Background: an optimization exercise with open tools, aiming at small area and a short achievable clock period. Do not read the settings as production practice. No functional check of the RTL was part of this run. Power is estimated from default activity; no workload was simulated.

File: flow/flow/run.sh
#!/bin/bash
# The standard layout (standard.sh), with plain buf_1 cells as the port buffers and a
# small clock tree. The make output goes to standard.log; each ORFS step logs to orfs/logs/.
set -euo pipefail
export BUFFER_PORTS_ARGS="-buffer_cell sky130_fd_sc_hd__buf_1"
export CTS_ARGS="-sink_clustering_enable -repair_clock_nets -dont_use_dummy_load -buf_list sky130_fd_sc_hd__clkbuf_8"
bash standard.sh > standard.log 2>&1
File: flow/standard.sh
#!/bin/bash
# synth_recipe.tcl (not shown) runs the flow's synth.tcl, then flattens the netlist and writes it again
# the make line also repeats each setting of config.mk as NAME=value (left out here)
make -C /OpenROAD-flow-scripts/flow DESIGN_CONFIG=/design/flow/config.mk WORK_HOME=/design/flow/orfs CLKGATE_MAP_FILE= SYNTH_SCRIPT=/design/flow/synth_recipe.tcl "${@:-finish}"
File: flow/config.mk
export PLATFORM = sky130hd
export DESIGN_NAME = bit_population_counter
export DESIGN_NICKNAME = bit_population_counter
export VERILOG_FILES = /design/flow/design.v
export SDC_FILE = /design/flow/constraint.sdc
export NUM_CORES = 4
export LEC_CHECK = 0
export CAP_MARGIN = 20
export CORE_MARGIN = 2
export CORE_UTILIZATION = 40
export CTS_BUF_LIST = sky130_fd_sc_hd__clkbuf_8
export SLEW_MARGIN = 20
export SYNTH_HIERARCHICAL = 1
File: flow/constraint.sdc
create_clock -name core_clock -period 11.0 [get_ports {clk_i}]
set_input_delay 2.2000 -clock core_clock [delete_from_list [all_inputs] [get_ports {clk_i}]]
set_output_delay 2.2000 -clock core_clock [all_outputs]
set_load 0.01 [all_outputs]
File: flow/design.v
module pc_fa (
  input  logic a,
  input  logic b,
  input  logic ci,
  output logic s,
  output logic co
);
  assign s  = a ^ b ^ ci;
  assign co = ( a & b ) | ( a & ci ) | ( b & ci );
endmodule
module pc_ha (
  input  logic a,
  input  logic b,
  output logic s,
  output logic co
);
  assign s  = a ^ b;
  assign co = a & b;
endmodule
module pc_cpa (
  input  logic [13:0] x,
  output logic [8:0] s
);
  assign s = {1'b0, x[7], x[6], x[5], x[4], x[3], x[2], x[1], x[0]}
           + {1'b0, 1'b0, x[13], x[12], x[11], x[10], x[9], x[8], 1'b0};
endmodule
module bit_population_counter #(
  parameter WIDTH                 = 256
) (
  input  logic                    clk_i,
  input  logic                    srst_i,
  input  logic [WIDTH-1:0]        data_i,
  input  logic                    data_val_i,
  output logic [$clog2(WIDTH):0]  data_o,
  output logic                    data_val_o
);
logic [25:0] cs_d, cs_q;
logic s1, c2, s3, c4, s5, c6, s7, c8, s9, c10, s11, c12, s13, c14, s15, c16;
logic s17, c18, s19, c20, s21, c22, s23, c24, s25, c26, s27, c28, s29, c30, s31, c32;
logic s33, c34, s35, c36, s37, c38, s39, c40, s41, c42, s43, c44, s45, c46, s47, c48;
logic s49, c50, s51, c52, s53, c54, s55, c56, s57, c58, s59, c60, s61, c62, s63, c64;
logic s65, c66, s67, c68, s69, c70, s71, c72, s73, c74, s75, c76, s77, c78, s79, c80;
logic s81, c82, s83, c84, s85, c86, s87, c88, s89, c90, s91, c92, s93, c94, s95, c96;
logic s97, c98, s99, c100, s101, c102, s103, c104, s105, c106, s107, c108, s109, c110, s111, c112;
logic s113, c114, s115, c116, s117, c118, s119, c120, s121, c122, s123, c124, s125, c126, s127, c128;
logic s129, c130, s131, c132, s133, c134, s135, c136, s137, c138, s139, c140, s141, c142, s143, c144;
logic s145, c146, s147, c148, s149, c150, s151, c152, s153, c154, s155, c156, s157, c158, s159, c160;
logic s161, c162, s163, c164, s165, c166, s167, c168, s169, c170, s171, c172, s173, c174, s175, c176;
logic s177, c178, s179, c180, s181, c182, s183, c184, s185, c186, s187, c188, s189, c190, s191, c192;
logic s193, c194, s195, c196, s197, c198, s199, c200, s201, c202, s203, c204, s205, c206, s207, c208;
logic s209, c210, s211, c212, s213, c214, s215, c216, s217, c218, s219, c220, s221, c222, s223, c224;
logic s225, c226, s227, c228, s229, c230, s231, c232, s233, c234, s235, c236, s237, c238, s239, c240;
logic s241, c242, s243, c244, s245, c246, s247, c248, s249, c250, s251, c252, s253, c254, s255, c256;
logic s257, c258, s259, c260, s261, c262, s263, c264, s265, c266, s267, c268, s269, c270, s271, c272;
logic s273, c274, s275, c276, s277, c278, s279, c280, s281, c282, s283, c284, s285, c286, s287, c288;
logic s289, c290, s291, c292, s293, c294, s295, c296, s297, c298, s299, c300, s301, c302, s303, c304;
logic s305, c306, s307, c308, s309, c310, s311, c312, s313, c314, s315, c316, s317, c318, s319, c320;
logic s321, c322, s323, c324, s325, c326, s327, c328, s329, c330, s331, c332, s333, c334, s335, c336;
logic s337, c338, s339, c340, s341, c342, s343, c344, s345, c346, s347, c348, s349, c350, s351, c352;
logic s353, c354, s355, c356, s357, c358, s359, c360, s361, c362, s363, c364, s365, c366, s367, c368;
logic s369, c370, s371, c372, s373, c374, s375, c376, s377, c378, s379, c380, s381, c382, s383, c384;
logic s385, c386, s387, c388, s389, c390, s391, c392, s393, c394, s395, c396, s397, c398, s399, c400;
logic s401, c402, s403, c404, s405, c406, s407, c408, s409, c410, s411, c412, s413, c414, s415, c416;
logic s417, c418, s419, c420, s421, c422, s423, c424, s425, c426, s427, c428, s429, c430, s431, c432;
logic s433, c434, s435, c436, s437, c438, s439, c440, s441, c442, s443, c444, s445, c446, s447, c448;
logic s449, c450, s451, c452, s453, c454, s455, c456, s457, c458, s459, c460, s461, c462, s463, c464;
logic s465, c466, s467, c468, s469, c470, s471, c472, s473, c474, s475, c476, s477, c478, s479, c480;
logic s481, c482, s483, c484, s485, c486, s487, c488, s489, c490, s491, c492, s493, c494, s495, c496;
logic s497, c498;
  pc_fa u_s1 (.a(data_i[0]), .b(data_i[1]), .ci(data_i[2]), .s(s1), .co(c2));
  pc_fa u_s3 (.a(data_i[3]), .b(data_i[4]), .ci(data_i[5]), .s(s3), .co(c4));
  pc_fa u_s5 (.a(data_i[6]), .b(data_i[7]), .ci(data_i[8]), .s(s5), .co(c6));
  pc_fa u_s7 (.a(data_i[9]), .b(data_i[10]), .ci(data_i[11]), .s(s7), .co(c8));
  pc_fa u_s9 (.a(data_i[12]), .b(data_i[13]), .ci(data_i[14]), .s(s9), .co(c10));
  pc_fa u_s11 (.a(data_i[15]), .b(data_i[16]), .ci(data_i[17]), .s(s11), .co(c12));
  pc_fa u_s13 (.a(data_i[18]), .b(data_i[19]), .ci(data_i[20]), .s(s13), .co(c14));
  pc_fa u_s15 (.a(data_i[21]), .b(data_i[22]), .ci(data_i[23]), .s(s15), .co(c16));
  pc_fa u_s17 (.a(data_i[24]), .b(data_i[25]), .ci(data_i[26]), .s(s17), .co(c18));
  pc_fa u_s19 (.a(data_i[27]), .b(data_i[28]), .ci(data_i[29]), .s(s19), .co(c20));
  pc_fa u_s21 (.a(data_i[30]), .b(data_i[31]), .ci(data_i[32]), .s(s21), .co(c22));
  pc_fa u_s23 (.a(data_i[33]), .b(data_i[34]), .ci(data_i[35]), .s(s23), .co(c24));
  pc_fa u_s25 (.a(data_i[36]), .b(data_i[37]), .ci(data_i[38]), .s(s25), .co(c26));
  pc_fa u_s27 (.a(data_i[39]), .b(data_i[40]), .ci(data_i[41]), .s(s27), .co(c28));
  pc_fa u_s29 (.a(data_i[42]), .b(data_i[43]), .ci(data_i[44]), .s(s29), .co(c30));
  pc_fa u_s31 (.a(data_i[45]), .b(data_i[46]), .ci(data_i[47]), .s(s31), .co(c32));
  pc_fa u_s33 (.a(data_i[48]), .b(data_i[49]), .ci(data_i[50]), .s(s33), .co(c34));
  pc_fa u_s35 (.a(data_i[51]), .b(data_i[52]), .ci(data_i[53]), .s(s35), .co(c36));
  pc_fa u_s37 (.a(data_i[54]), .b(data_i[55]), .ci(data_i[56]), .s(s37), .co(c38));
  pc_fa u_s39 (.a(data_i[57]), .b(data_i[58]), .ci(data_i[59]), .s(s39), .co(c40));
  pc_fa u_s41 (.a(data_i[60]), .b(data_i[61]), .ci(data_i[62]), .s(s41), .co(c42));
  pc_fa u_s43 (.a(data_i[63]), .b(data_i[64]), .ci(data_i[65]), .s(s43), .co(c44));
  pc_fa u_s45 (.a(data_i[66]), .b(data_i[67]), .ci(data_i[68]), .s(s45), .co(c46));
  pc_fa u_s47 (.a(data_i[69]), .b(data_i[70]), .ci(data_i[71]), .s(s47), .co(c48));
  pc_fa u_s49 (.a(data_i[72]), .b(data_i[73]), .ci(data_i[74]), .s(s49), .co(c50));
  pc_fa u_s51 (.a(data_i[75]), .b(data_i[76]), .ci(data_i[77]), .s(s51), .co(c52));
  pc_fa u_s53 (.a(data_i[78]), .b(data_i[79]), .ci(data_i[80]), .s(s53), .co(c54));
  pc_fa u_s55 (.a(data_i[81]), .b(data_i[82]), .ci(data_i[83]), .s(s55), .co(c56));
  pc_fa u_s57 (.a(data_i[84]), .b(data_i[85]), .ci(data_i[86]), .s(s57), .co(c58));
  pc_fa u_s59 (.a(data_i[87]), .b(data_i[88]), .ci(data_i[89]), .s(s59), .co(c60));
  pc_fa u_s61 (.a(data_i[90]), .b(data_i[91]), .ci(data_i[92]), .s(s61), .co(c62));
  pc_fa u_s63 (.a(data_i[93]), .b(data_i[94]), .ci(data_i[95]), .s(s63), .co(c64));
  pc_fa u_s65 (.a(data_i[96]), .b(data_i[97]), .ci(data_i[98]), .s(s65), .co(c66));
  pc_fa u_s67 (.a(data_i[99]), .b(data_i[100]), .ci(data_i[101]), .s(s67), .co(c68));
  pc_fa u_s69 (.a(data_i[102]), .b(data_i[103]), .ci(data_i[104]), .s(s69), .co(c70));
  pc_fa u_s71 (.a(data_i[105]), .b(data_i[106]), .ci(data_i[107]), .s(s71), .co(c72));
  pc_fa u_s73 (.a(data_i[108]), .b(data_i[109]), .ci(data_i[110]), .s(s73), .co(c74));
  pc_fa u_s75 (.a(data_i[111]), .b(data_i[112]), .ci(data_i[113]), .s(s75), .co(c76));
  pc_fa u_s77 (.a(data_i[114]), .b(data_i[115]), .ci(data_i[116]), .s(s77), .co(c78));
  pc_fa u_s79 (.a(data_i[117]), .b(data_i[118]), .ci(data_i[119]), .s(s79), .co(c80));
  pc_fa u_s81 (.a(data_i[120]), .b(data_i[121]), .ci(data_i[122]), .s(s81), .co(c82));
  pc_fa u_s83 (.a(data_i[123]), .b(data_i[124]), .ci(data_i[125]), .s(s83), .co(c84));
  pc_fa u_s85 (.a(data_i[126]), .b(data_i[127]), .ci(data_i[128]), .s(s85), .co(c86));
  pc_fa u_s87 (.a(data_i[129]), .b(data_i[130]), .ci(data_i[131]), .s(s87), .co(c88));
  pc_fa u_s89 (.a(data_i[132]), .b(data_i[133]), .ci(data_i[134]), .s(s89), .co(c90));
  pc_fa u_s91 (.a(data_i[135]), .b(data_i[136]), .ci(data_i[137]), .s(s91), .co(c92));
  pc_fa u_s93 (.a(data_i[138]), .b(data_i[139]), .ci(data_i[140]), .s(s93), .co(c94));
  pc_fa u_s95 (.a(data_i[141]), .b(data_i[142]), .ci(data_i[143]), .s(s95), .co(c96));
  pc_fa u_s97 (.a(data_i[144]), .b(data_i[145]), .ci(data_i[146]), .s(s97), .co(c98));
  pc_fa u_s99 (.a(data_i[147]), .b(data_i[148]), .ci(data_i[149]), .s(s99), .co(c100));
  pc_fa u_s101 (.a(data_i[150]), .b(data_i[151]), .ci(data_i[152]), .s(s101), .co(c102));
  pc_fa u_s103 (.a(data_i[153]), .b(data_i[154]), .ci(data_i[155]), .s(s103), .co(c104));
  pc_fa u_s105 (.a(data_i[156]), .b(data_i[157]), .ci(data_i[158]), .s(s105), .co(c106));
  pc_fa u_s107 (.a(data_i[159]), .b(data_i[160]), .ci(data_i[161]), .s(s107), .co(c108));
  pc_fa u_s109 (.a(data_i[162]), .b(data_i[163]), .ci(data_i[164]), .s(s109), .co(c110));
  pc_fa u_s111 (.a(data_i[165]), .b(data_i[166]), .ci(data_i[167]), .s(s111), .co(c112));
  pc_fa u_s113 (.a(data_i[168]), .b(data_i[169]), .ci(data_i[170]), .s(s113), .co(c114));
  pc_fa u_s115 (.a(data_i[171]), .b(data_i[172]), .ci(data_i[173]), .s(s115), .co(c116));
  pc_fa u_s117 (.a(data_i[174]), .b(data_i[175]), .ci(data_i[176]), .s(s117), .co(c118));
  pc_fa u_s119 (.a(data_i[177]), .b(data_i[178]), .ci(data_i[179]), .s(s119), .co(c120));
  pc_fa u_s121 (.a(data_i[180]), .b(data_i[181]), .ci(data_i[182]), .s(s121), .co(c122));
  pc_fa u_s123 (.a(data_i[183]), .b(data_i[184]), .ci(data_i[185]), .s(s123), .co(c124));
  pc_fa u_s125 (.a(data_i[186]), .b(data_i[187]), .ci(data_i[188]), .s(s125), .co(c126));
  pc_fa u_s127 (.a(data_i[189]), .b(data_i[190]), .ci(data_i[191]), .s(s127), .co(c128));
  pc_fa u_s129 (.a(data_i[192]), .b(data_i[193]), .ci(data_i[194]), .s(s129), .co(c130));
  pc_fa u_s131 (.a(data_i[195]), .b(data_i[196]), .ci(data_i[197]), .s(s131), .co(c132));
  pc_fa u_s133 (.a(data_i[198]), .b(data_i[199]), .ci(data_i[200]), .s(s133), .co(c134));
  pc_fa u_s135 (.a(data_i[201]), .b(data_i[202]), .ci(data_i[203]), .s(s135), .co(c136));
  pc_fa u_s137 (.a(data_i[204]), .b(data_i[205]), .ci(data_i[206]), .s(s137), .co(c138));
  pc_fa u_s139 (.a(data_i[207]), .b(data_i[208]), .ci(data_i[209]), .s(s139), .co(c140));
  pc_fa u_s141 (.a(data_i[210]), .b(data_i[211]), .ci(data_i[212]), .s(s141), .co(c142));
  pc_fa u_s143 (.a(data_i[213]), .b(data_i[214]), .ci(data_i[215]), .s(s143), .co(c144));
  pc_fa u_s145 (.a(data_i[216]), .b(data_i[217]), .ci(data_i[218]), .s(s145), .co(c146));
  pc_fa u_s147 (.a(data_i[219]), .b(data_i[220]), .ci(data_i[221]), .s(s147), .co(c148));
  pc_fa u_s149 (.a(data_i[222]), .b(data_i[223]), .ci(data_i[224]), .s(s149), .co(c150));
  pc_fa u_s151 (.a(data_i[225]), .b(data_i[226]), .ci(data_i[227]), .s(s151), .co(c152));
  pc_fa u_s153 (.a(data_i[228]), .b(data_i[229]), .ci(data_i[230]), .s(s153), .co(c154));
  pc_fa u_s155 (.a(data_i[231]), .b(data_i[232]), .ci(data_i[233]), .s(s155), .co(c156));
  pc_fa u_s157 (.a(data_i[234]), .b(data_i[235]), .ci(data_i[236]), .s(s157), .co(c158));
  pc_fa u_s159 (.a(data_i[237]), .b(data_i[238]), .ci(data_i[239]), .s(s159), .co(c160));
  pc_fa u_s161 (.a(data_i[240]), .b(data_i[241]), .ci(data_i[242]), .s(s161), .co(c162));
  pc_fa u_s163 (.a(data_i[243]), .b(data_i[244]), .ci(data_i[245]), .s(s163), .co(c164));
  pc_fa u_s165 (.a(data_i[246]), .b(data_i[247]), .ci(data_i[248]), .s(s165), .co(c166));
  pc_fa u_s167 (.a(data_i[249]), .b(data_i[250]), .ci(data_i[251]), .s(s167), .co(c168));
  pc_fa u_s169 (.a(data_i[252]), .b(data_i[253]), .ci(data_i[254]), .s(s169), .co(c170));
  pc_fa u_s171 (.a(data_i[255]), .b(s1), .ci(s3), .s(s171), .co(c172));
  pc_fa u_s173 (.a(s5), .b(s7), .ci(s9), .s(s173), .co(c174));
  pc_fa u_s175 (.a(s11), .b(s13), .ci(s15), .s(s175), .co(c176));
  pc_fa u_s177 (.a(s17), .b(s19), .ci(s21), .s(s177), .co(c178));
  pc_fa u_s179 (.a(s23), .b(s25), .ci(s27), .s(s179), .co(c180));
  pc_fa u_s181 (.a(s29), .b(s31), .ci(s33), .s(s181), .co(c182));
  pc_fa u_s183 (.a(s35), .b(s37), .ci(s39), .s(s183), .co(c184));
  pc_fa u_s185 (.a(s41), .b(s43), .ci(s45), .s(s185), .co(c186));
  pc_fa u_s187 (.a(s47), .b(s49), .ci(s51), .s(s187), .co(c188));
  pc_fa u_s189 (.a(s53), .b(s55), .ci(s57), .s(s189), .co(c190));
  pc_fa u_s191 (.a(s59), .b(s61), .ci(s63), .s(s191), .co(c192));
  pc_fa u_s193 (.a(s65), .b(s67), .ci(s69), .s(s193), .co(c194));
  pc_fa u_s195 (.a(s71), .b(s73), .ci(s75), .s(s195), .co(c196));
  pc_fa u_s197 (.a(s77), .b(s79), .ci(s81), .s(s197), .co(c198));
  pc_fa u_s199 (.a(s83), .b(s85), .ci(s87), .s(s199), .co(c200));
  pc_fa u_s201 (.a(s89), .b(s91), .ci(s93), .s(s201), .co(c202));
  pc_fa u_s203 (.a(s95), .b(s97), .ci(s99), .s(s203), .co(c204));
  pc_fa u_s205 (.a(s101), .b(s103), .ci(s105), .s(s205), .co(c206));
  pc_fa u_s207 (.a(s107), .b(s109), .ci(s111), .s(s207), .co(c208));
  pc_fa u_s209 (.a(s113), .b(s115), .ci(s117), .s(s209), .co(c210));
  pc_fa u_s211 (.a(s119), .b(s121), .ci(s123), .s(s211), .co(c212));
  pc_fa u_s213 (.a(s125), .b(s127), .ci(s129), .s(s213), .co(c214));
  pc_fa u_s215 (.a(s131), .b(s133), .ci(s135), .s(s215), .co(c216));
  pc_fa u_s217 (.a(s137), .b(s139), .ci(s141), .s(s217), .co(c218));
  pc_fa u_s219 (.a(s143), .b(s145), .ci(s147), .s(s219), .co(c220));
  pc_fa u_s221 (.a(s149), .b(s151), .ci(s153), .s(s221), .co(c222));
  pc_fa u_s223 (.a(s155), .b(s157), .ci(s159), .s(s223), .co(c224));
  pc_fa u_s225 (.a(s161), .b(s163), .ci(s165), .s(s225), .co(c226));
  pc_fa u_s227 (.a(s167), .b(s169), .ci(s171), .s(s227), .co(c228));
  pc_fa u_s229 (.a(s173), .b(s175), .ci(s177), .s(s229), .co(c230));
  pc_fa u_s231 (.a(s179), .b(s181), .ci(s183), .s(s231), .co(c232));
  pc_fa u_s233 (.a(s185), .b(s187), .ci(s189), .s(s233), .co(c234));
  pc_fa u_s235 (.a(s191), .b(s193), .ci(s195), .s(s235), .co(c236));
  pc_fa u_s237 (.a(s197), .b(s199), .ci(s201), .s(s237), .co(c238));
  pc_fa u_s239 (.a(s203), .b(s205), .ci(s207), .s(s239), .co(c240));
  pc_fa u_s241 (.a(s209), .b(s211), .ci(s213), .s(s241), .co(c242));
  pc_fa u_s243 (.a(s215), .b(s217), .ci(s219), .s(s243), .co(c244));
  pc_fa u_s245 (.a(s221), .b(s223), .ci(s225), .s(s245), .co(c246));
  pc_fa u_s247 (.a(s227), .b(s229), .ci(s231), .s(s247), .co(c248));
  pc_fa u_s249 (.a(s233), .b(s235), .ci(s237), .s(s249), .co(c250));
  pc_fa u_s251 (.a(s239), .b(s241), .ci(s243), .s(s251), .co(c252));
  pc_fa u_s253 (.a(s245), .b(s247), .ci(s249), .s(s253), .co(c254));
  pc_ha u_s255 (.a(s251), .b(s253), .s(s255), .co(c256));
  pc_fa u_s257 (.a(c2), .b(c4), .ci(c6), .s(s257), .co(c258));
  pc_fa u_s259 (.a(c8), .b(c10), .ci(c12), .s(s259), .co(c260));
  pc_fa u_s261 (.a(c14), .b(c16), .ci(c18), .s(s261), .co(c262));
  pc_fa u_s263 (.a(c20), .b(c22), .ci(c24), .s(s263), .co(c264));
  pc_fa u_s265 (.a(c26), .b(c28), .ci(c30), .s(s265), .co(c266));
  pc_fa u_s267 (.a(c32), .b(c34), .ci(c36), .s(s267), .co(c268));
  pc_fa u_s269 (.a(c38), .b(c40), .ci(c42), .s(s269), .co(c270));
  pc_fa u_s271 (.a(c44), .b(c46), .ci(c48), .s(s271), .co(c272));
  pc_fa u_s273 (.a(c50), .b(c52), .ci(c54), .s(s273), .co(c274));
  pc_fa u_s275 (.a(c56), .b(c58), .ci(c60), .s(s275), .co(c276));
  pc_fa u_s277 (.a(c62), .b(c64), .ci(c66), .s(s277), .co(c278));
  pc_fa u_s279 (.a(c68), .b(c70), .ci(c72), .s(s279), .co(c280));
  pc_fa u_s281 (.a(c74), .b(c76), .ci(c78), .s(s281), .co(c282));
  pc_fa u_s283 (.a(c80), .b(c82), .ci(c84), .s(s283), .co(c284));
  pc_fa u_s285 (.a(c86), .b(c88), .ci(c90), .s(s285), .co(c286));
  pc_fa u_s287 (.a(c92), .b(c94), .ci(c96), .s(s287), .co(c288));
  pc_fa u_s289 (.a(c98), .b(c100), .ci(c102), .s(s289), .co(c290));
  pc_fa u_s291 (.a(c104), .b(c106), .ci(c108), .s(s291), .co(c292));
  pc_fa u_s293 (.a(c110), .b(c112), .ci(c114), .s(s293), .co(c294));
  pc_fa u_s295 (.a(c116), .b(c118), .ci(c120), .s(s295), .co(c296));
  pc_fa u_s297 (.a(c122), .b(c124), .ci(c126), .s(s297), .co(c298));
  pc_fa u_s299 (.a(c128), .b(c130), .ci(c132), .s(s299), .co(c300));
  pc_fa u_s301 (.a(c134), .b(c136), .ci(c138), .s(s301), .co(c302));
  pc_fa u_s303 (.a(c140), .b(c142), .ci(c144), .s(s303), .co(c304));
  pc_fa u_s305 (.a(c146), .b(c148), .ci(c150), .s(s305), .co(c306));
  pc_fa u_s307 (.a(c152), .b(c154), .ci(c156), .s(s307), .co(c308));
  pc_fa u_s309 (.a(c158), .b(c160), .ci(c162), .s(s309), .co(c310));
  pc_fa u_s311 (.a(c164), .b(c166), .ci(c168), .s(s311), .co(c312));
  pc_fa u_s313 (.a(c170), .b(c172), .ci(c174), .s(s313), .co(c314));
  pc_fa u_s315 (.a(c176), .b(c178), .ci(c180), .s(s315), .co(c316));
  pc_fa u_s317 (.a(c182), .b(c184), .ci(c186), .s(s317), .co(c318));
  pc_fa u_s319 (.a(c188), .b(c190), .ci(c192), .s(s319), .co(c320));
  pc_fa u_s321 (.a(c194), .b(c196), .ci(c198), .s(s321), .co(c322));
  pc_fa u_s323 (.a(c200), .b(c202), .ci(c204), .s(s323), .co(c324));
  pc_fa u_s325 (.a(c206), .b(c208), .ci(c210), .s(s325), .co(c326));
  pc_fa u_s327 (.a(c212), .b(c214), .ci(c216), .s(s327), .co(c328));
  pc_fa u_s329 (.a(c218), .b(c220), .ci(c222), .s(s329), .co(c330));
  pc_fa u_s331 (.a(c224), .b(c226), .ci(s257), .s(s331), .co(c332));
  pc_fa u_s333 (.a(s259), .b(s261), .ci(s263), .s(s333), .co(c334));
  pc_fa u_s335 (.a(s265), .b(s267), .ci(s269), .s(s335), .co(c336));
  pc_fa u_s337 (.a(s271), .b(s273), .ci(s275), .s(s337), .co(c338));
  pc_fa u_s339 (.a(s277), .b(s279), .ci(s281), .s(s339), .co(c340));
  pc_fa u_s341 (.a(s283), .b(s285), .ci(s287), .s(s341), .co(c342));
  pc_fa u_s343 (.a(s289), .b(s291), .ci(s293), .s(s343), .co(c344));
  pc_fa u_s345 (.a(s295), .b(s297), .ci(s299), .s(s345), .co(c346));
  pc_fa u_s347 (.a(s301), .b(s303), .ci(s305), .s(s347), .co(c348));
  pc_fa u_s349 (.a(s307), .b(s309), .ci(s311), .s(s349), .co(c350));
  pc_fa u_s351 (.a(c228), .b(s313), .ci(c230), .s(s351), .co(c352));
  pc_fa u_s353 (.a(c232), .b(c234), .ci(c236), .s(s353), .co(c354));
  pc_fa u_s355 (.a(c238), .b(c240), .ci(c242), .s(s355), .co(c356));
  pc_fa u_s357 (.a(c244), .b(c246), .ci(s315), .s(s357), .co(c358));
  pc_fa u_s359 (.a(s317), .b(s319), .ci(s321), .s(s359), .co(c360));
  pc_fa u_s361 (.a(s323), .b(s325), .ci(s327), .s(s361), .co(c362));
  pc_fa u_s363 (.a(s329), .b(s331), .ci(s333), .s(s363), .co(c364));
  pc_fa u_s365 (.a(s335), .b(s337), .ci(s339), .s(s365), .co(c366));
  pc_fa u_s367 (.a(s341), .b(s343), .ci(s345), .s(s367), .co(c368));
  pc_fa u_s369 (.a(s347), .b(s349), .ci(s351), .s(s369), .co(c370));
  pc_fa u_s371 (.a(c248), .b(s353), .ci(s355), .s(s371), .co(c372));
  pc_fa u_s373 (.a(s357), .b(s359), .ci(s361), .s(s373), .co(c374));
  pc_fa u_s375 (.a(s363), .b(s365), .ci(s367), .s(s375), .co(c376));
  pc_fa u_s377 (.a(c250), .b(c252), .ci(s369), .s(s377), .co(c378));
  pc_fa u_s379 (.a(c254), .b(s371), .ci(s373), .s(s379), .co(c380));
  pc_fa u_s381 (.a(c258), .b(c260), .ci(c262), .s(s381), .co(c382));
  pc_fa u_s383 (.a(c264), .b(c266), .ci(c268), .s(s383), .co(c384));
  pc_fa u_s385 (.a(c270), .b(c272), .ci(c274), .s(s385), .co(c386));
  pc_fa u_s387 (.a(c276), .b(c278), .ci(c280), .s(s387), .co(c388));
  pc_fa u_s389 (.a(c282), .b(c284), .ci(c286), .s(s389), .co(c390));
  pc_fa u_s391 (.a(c288), .b(c290), .ci(c292), .s(s391), .co(c392));
  pc_fa u_s393 (.a(c294), .b(c296), .ci(c298), .s(s393), .co(c394));
  pc_fa u_s395 (.a(c300), .b(c302), .ci(c304), .s(s395), .co(c396));
  pc_fa u_s397 (.a(c306), .b(c308), .ci(c310), .s(s397), .co(c398));
  pc_fa u_s399 (.a(c312), .b(c314), .ci(c316), .s(s399), .co(c400));
  pc_fa u_s401 (.a(c318), .b(c320), .ci(c322), .s(s401), .co(c402));
  pc_fa u_s403 (.a(c324), .b(c326), .ci(c328), .s(s403), .co(c404));
  pc_fa u_s405 (.a(c330), .b(c332), .ci(c334), .s(s405), .co(c406));
  pc_fa u_s407 (.a(c336), .b(c338), .ci(c340), .s(s407), .co(c408));
  pc_fa u_s409 (.a(c342), .b(c344), .ci(c346), .s(s409), .co(c410));
  pc_fa u_s411 (.a(c348), .b(c350), .ci(s381), .s(s411), .co(c412));
  pc_fa u_s413 (.a(s383), .b(s385), .ci(s387), .s(s413), .co(c414));
  pc_fa u_s415 (.a(s389), .b(s391), .ci(s393), .s(s415), .co(c416));
  pc_fa u_s417 (.a(s395), .b(s397), .ci(c352), .s(s417), .co(c418));
  pc_fa u_s419 (.a(s399), .b(c354), .ci(c356), .s(s419), .co(c420));
  pc_fa u_s421 (.a(c358), .b(c360), .ci(c362), .s(s421), .co(c422));
  pc_fa u_s423 (.a(c364), .b(c366), .ci(c368), .s(s423), .co(c424));
  pc_fa u_s425 (.a(s401), .b(s403), .ci(s405), .s(s425), .co(c426));
  pc_fa u_s427 (.a(s407), .b(s409), .ci(s411), .s(s427), .co(c428));
  pc_fa u_s429 (.a(s413), .b(s415), .ci(c370), .s(s429), .co(c430));
  pc_fa u_s431 (.a(s417), .b(c372), .ci(s419), .s(s431), .co(c432));
  pc_fa u_s433 (.a(c374), .b(c376), .ci(s421), .s(s433), .co(c434));
  pc_fa u_s435 (.a(s423), .b(s425), .ci(s427), .s(s435), .co(c436));
  pc_fa u_s437 (.a(c382), .b(c384), .ci(c386), .s(s437), .co(c438));
  pc_fa u_s439 (.a(c388), .b(c390), .ci(c392), .s(s439), .co(c440));
  pc_fa u_s441 (.a(c394), .b(c396), .ci(c398), .s(s441), .co(c442));
  pc_fa u_s443 (.a(c400), .b(c402), .ci(c404), .s(s443), .co(c444));
  pc_fa u_s445 (.a(c406), .b(c408), .ci(c410), .s(s445), .co(c446));
  pc_fa u_s447 (.a(c412), .b(c414), .ci(c416), .s(s447), .co(c448));
  pc_fa u_s449 (.a(s437), .b(s439), .ci(s441), .s(s449), .co(c450));
  pc_fa u_s451 (.a(c418), .b(c420), .ci(s443), .s(s451), .co(c452));
  pc_fa u_s453 (.a(s445), .b(s447), .ci(s449), .s(s453), .co(c454));
  pc_fa u_s455 (.a(c422), .b(c424), .ci(c426), .s(s455), .co(c456));
  pc_fa u_s457 (.a(c438), .b(c440), .ci(c442), .s(s457), .co(c458));
  pc_fa u_s459 (.a(c444), .b(c446), .ci(c448), .s(s459), .co(c460));
  pc_fa u_s461 (.a(c450), .b(s457), .ci(c452), .s(s461), .co(c462));
assign cs_d[0] = s255;  
assign cs_d[1] = s375;  
assign cs_d[2] = c256;  
assign cs_d[3] = s377;  
assign cs_d[4] = s379;  
assign cs_d[5] = c378;  
assign cs_d[6] = s429;  
assign cs_d[7] = s431;  
assign cs_d[8] = c380;  
assign cs_d[9] = s433;  
assign cs_d[10] = s435;  
assign cs_d[11] = c428;  
assign cs_d[12] = c430;  
assign cs_d[13] = c432;  
assign cs_d[14] = s451;  
assign cs_d[15] = s453;  
assign cs_d[16] = c434;  
assign cs_d[17] = c436;  
assign cs_d[18] = s455;  
assign cs_d[19] = s459;  
assign cs_d[20] = c454;  
assign cs_d[21] = c456;  
assign cs_d[22] = s461;  
assign cs_d[23] = c458;  
assign cs_d[24] = c460;  
assign cs_d[25] = c462;  
always_ff @( posedge clk_i )
  cs_q <= cs_d;
always_ff @( posedge clk_i )
  begin
    if( srst_i )
      data_val_o <= 1'b0;
    else
      data_val_o <= data_val_i;
  end
  pc_fa u_s463 (.a(cs_q[11]), .b(cs_q[12]), .ci(cs_q[13]), .s(s463), .co(c464));
  pc_fa u_s465 (.a(cs_q[5]), .b(cs_q[6]), .ci(cs_q[7]), .s(s465), .co(c466));
  pc_fa u_s467 (.a(cs_q[14]), .b(cs_q[15]), .ci(cs_q[16]), .s(s467), .co(c468));
  pc_ha u_s469 (.a(cs_q[17]), .b(cs_q[18]), .s(s469), .co(c470));
  pc_fa u_s471 (.a(cs_q[19]), .b(cs_q[20]), .ci(cs_q[21]), .s(s471), .co(c472));
  pc_ha u_s473 (.a(cs_q[22]), .b(c464), .s(s473), .co(c474));
  pc_ha u_s475 (.a(cs_q[23]), .b(cs_q[24]), .s(s475), .co(c476));
  pc_ha u_s477 (.a(cs_q[1]), .b(cs_q[2]), .s(s477), .co(c478));
  pc_fa u_s479 (.a(cs_q[8]), .b(cs_q[9]), .ci(cs_q[10]), .s(s479), .co(c480));
  pc_fa u_s481 (.a(s469), .b(c466), .ci(s463), .s(s481), .co(c482));
  pc_fa u_s483 (.a(c470), .b(c468), .ci(s471), .s(s483), .co(c484));
  pc_fa u_s485 (.a(cs_q[25]), .b(s475), .ci(c472), .s(s485), .co(c486));
  pc_ha u_s487 (.a(cs_q[3]), .b(cs_q[4]), .s(s487), .co(c488));
  pc_fa u_s489 (.a(c478), .b(s465), .ci(s479), .s(s489), .co(c490));
  pc_fa u_s491 (.a(c480), .b(s467), .ci(s481), .s(s491), .co(c492));
  pc_fa u_s493 (.a(s473), .b(c482), .ci(s483), .s(s493), .co(c494));
  pc_fa u_s495 (.a(c474), .b(c484), .ci(s485), .s(s495), .co(c496));
  pc_ha u_s497 (.a(c476), .b(c486), .s(s497), .co(c498));
  pc_cpa u_cpa (.x({s497, s495, s493, s491, s489, s477, c498, c496, c494, c492, c490, c488, s487, cs_q[0]}), .s(data_o));
endmodule
==> run notes <==
==> Yosys cell counts (all sizes together) <==
| cell | number |
|---|---|
| fa | 243 |
| dfxtp | 27 |
| ha | 13 |
| inv | 5 |
| nor2b | 4 |
| a21oi | 3 |
| nor2 | 3 |
| o21a | 2 |
| o21ai | 2 |
| xnor2 | 2 |
| a211o | 1 |
| a21boi | 1 |
| a21o | 1 |
| a22oi | 1 |
| buf | 1 |
| nand2 | 1 |
| nand4b | 1 |
| nor4b | 1 |
| o31a | 1 |
| xor2 | 1 |
==> Yosys stat by module, one instance, submodules excluded <==
module	flops+latches	cells inside	cell area, µm²
pc_ha	0	1	12.5
bit_population_counter	27	28	554
pc_fa	0	1	20.0
pc_cpa	0	37	294
==> kinds of logic after synthesis <==
family | after synthesis
simple gates | 10
xor+xnor | 3
flops | 27
compound gates | 12
buf+inv | 6
fa+ha+maj | 256
==> power by group <==
part / switching, mW / internal, mW / leakage, nW / total (mW)
Combinational: 1.41 / 1.19 / 2.29 / 2.60
Sequential: 0.0227 / 0.198 / 0.228 / 0.221
Clock: 0.0304 / 0.0246 / 0.0216 / 0.0550
Total: 1.46 / 1.42 / 2.54 / 2.88
==> critical path, cell delays in order (launching register included) <==
cell and delay [ns]:
dfxtp_1 0.34, fa_1 0.56, fa_1 0.43, fa_1 0.44
ha_1 0.34, nor2b_4 0.15, o31a_1 0.28, nor4b_2 0.23
a211o_2 0.13, buf_1 0.18
==> flip-flops by register name, summed over array words and instances (netlist names) <==
name / count
cs_q: 26
data_val_o: 1
==> per-stage QoR <==
stage	area (µm²)	setup slack, ns	std cells	utilization (%)
floorplan	5780	5.52	314	-
CTS	7050	5.42	764	50.4
detailed placement	7000	5.28	761	50.1
global placement	7000	5.31	761	50.1
finish	7050	5.44	764	50.4
global route	7050	5.32	764	50.4
==> path summary, 6_finish.rpt <==
| kind | endpoint | cells past startpoint |
|---|---|---|
| min | data_val_o | 2 |
| max | data_o[7] | 9 |
==> routing by layer <==
layer | vias up | GRT usage (%)
met2 | 118 | 36.5
met1 | 1823 | 22.4
met4 | 0 | 0.991
met5 | - | 0
li1 | 1510 | -
met3 | 2 | 2.07
==> cell type report <==
cell class,count,area (µm²)
clock buffer,3,41.3
timing repair buffer,268,1010
inverter,5,18.8
multi-input combinational,281,5210
sequential,27,541
fill,1265,6940
tap,180,225
==> flow_summary.ini <==
[route]
met3WireLength_um = 579
num_vias = 3453
via_per_inst = 4.52
wl_per_cell_um = 17.5
finalWirelength_um = 13400
postRouteAntennaNets = 0
top_layer = met4
dr.pass1.iters = 4
wl_met1_um = 4950
remaining_drc_errors = 0
first_iter_violations = 80
wl_met2_um = 7840

[clock_network]
clock-sinks = 27
cts_setup_buffers = 0
clock_path_buffers = 2
ctsResizeCount = 0
cts-root-buf = clkbuf_8
cts_tree = built
hold_buffers = 0
clkTransAtPathRegs_ns = 0.11
cts_buffers = 3
htreeDepth = 1

[timing]
slew_headroom_pct = 86.6
period_share_pct = 50.5
timing.hold.ws_ns = 2.15
fin_setup_tns_ns = 0
finalMaxSlewViolations = 0
grt_setup_unrepaired = no
hold_violations = 0
max_freq_ghz = 0.180
setup-violations-final = 0
fin_crit_ns = 5.56
tightestPinTransition_ns = 0.201

[placement]
place_congestion = 0.817
port_buffers = 268
dpl.hpwl_um = 13600

[logic_synthesis]
synth-compound-area-share_pct = 1.41
yosys-top-cells-area = fa_1 (84%), dfxtp_1 (9.4%), ha_1 (2.8%)
synth_top_family_by_area = adder cells
yosys.area.top_type = fa_1
syn_nets = 829
mappedNetlistArea_um2 = 5780
syn_inst = 314
synthAdderAreaFrac_pct = 87.0
ys_seq_area_share_pct = 9.35
post_synth_mux_area_share_pct = 0
synth_top_area_share_pct = 84.2
synth_xor_area_share_pct = 0.455
yosysWarnings = 7
ys_ff_latch = 27
yosysUniqueCellTypes = 21
yosys.area_share.simple_pct = 1.36
synth_area_per_cell_um2 = 18.4

[setup_path]
worst_ep_required_time_ns = 8.80
end_kind = output port
cp.arrival_ns = 3.36
worstPathMaxFanout = 4
cp-start-kind = flop
setup.worst_path.start = cs_q[11]
critPathKind = flop to output port

[outcome]
outcome = complete, no violations

[global_route]
grt_max_degree = 18
grt_usage_pct = 18.4
grt_first_pass_wirelength_um = 22200
overflow = 0
antenna_found_initial = 0
grt_pass1_vias = 4620

[floorplanning]
ioPinCount = 269
core_region_area_um2 = 14000
die_y_um = 124
rows = 43
dieArea_um2 = 15400
die_w_um = 124
start_util_pct = 41.3

[min_path]
hold_path_class = input port to flop
hp-start = srst_i

[power_and_ir_drop]
p_per_area_nw_per_um2 = 408
leakagePower_nw = 2.54
max-vdd-ir-drop_uv = 311
p_total_mw = 2.88

[final_layout]
drive_above_1_share_pct = 1.20
area_delta_synth_final_pct = 21.9
mostFrequentLayoutCell = buf_1
diodes = 0
mostFrequentLayoutCells = buf_1 (268), fa_1 (243), dfxtp_1 (27)
final_nets = 1101

[flow_run]
drv_cap = 0

-- separate check: timing with driven ports --
Ports are ideal in the flow. The routed layout listed here was re-timed in OpenROAD.
Step 1, drivers: a clkbuf_16 drives clk_i and a buf_2 each remaining input, both assumed.
Step 2 also shifts input and output timing later by t, the mid clock arrival at the registers, as if the neighbouring blocks saw the same clock.
Slacks: no drivers / after step 1 / after step 2; pairs: no drivers / after step 1.
t (ns): 0.295
setup slack, ns: 5.444 / 5.416 / 5.331
worst hold slack (ns): 2.155 / 2.152 / 2.447
worst data-port slew with drivers (ns): 0.05
After both steps this run still meets setup and hold. The setup slack of this run moves by -0.028 ns with the drivers and by -0.113 ns with both steps.
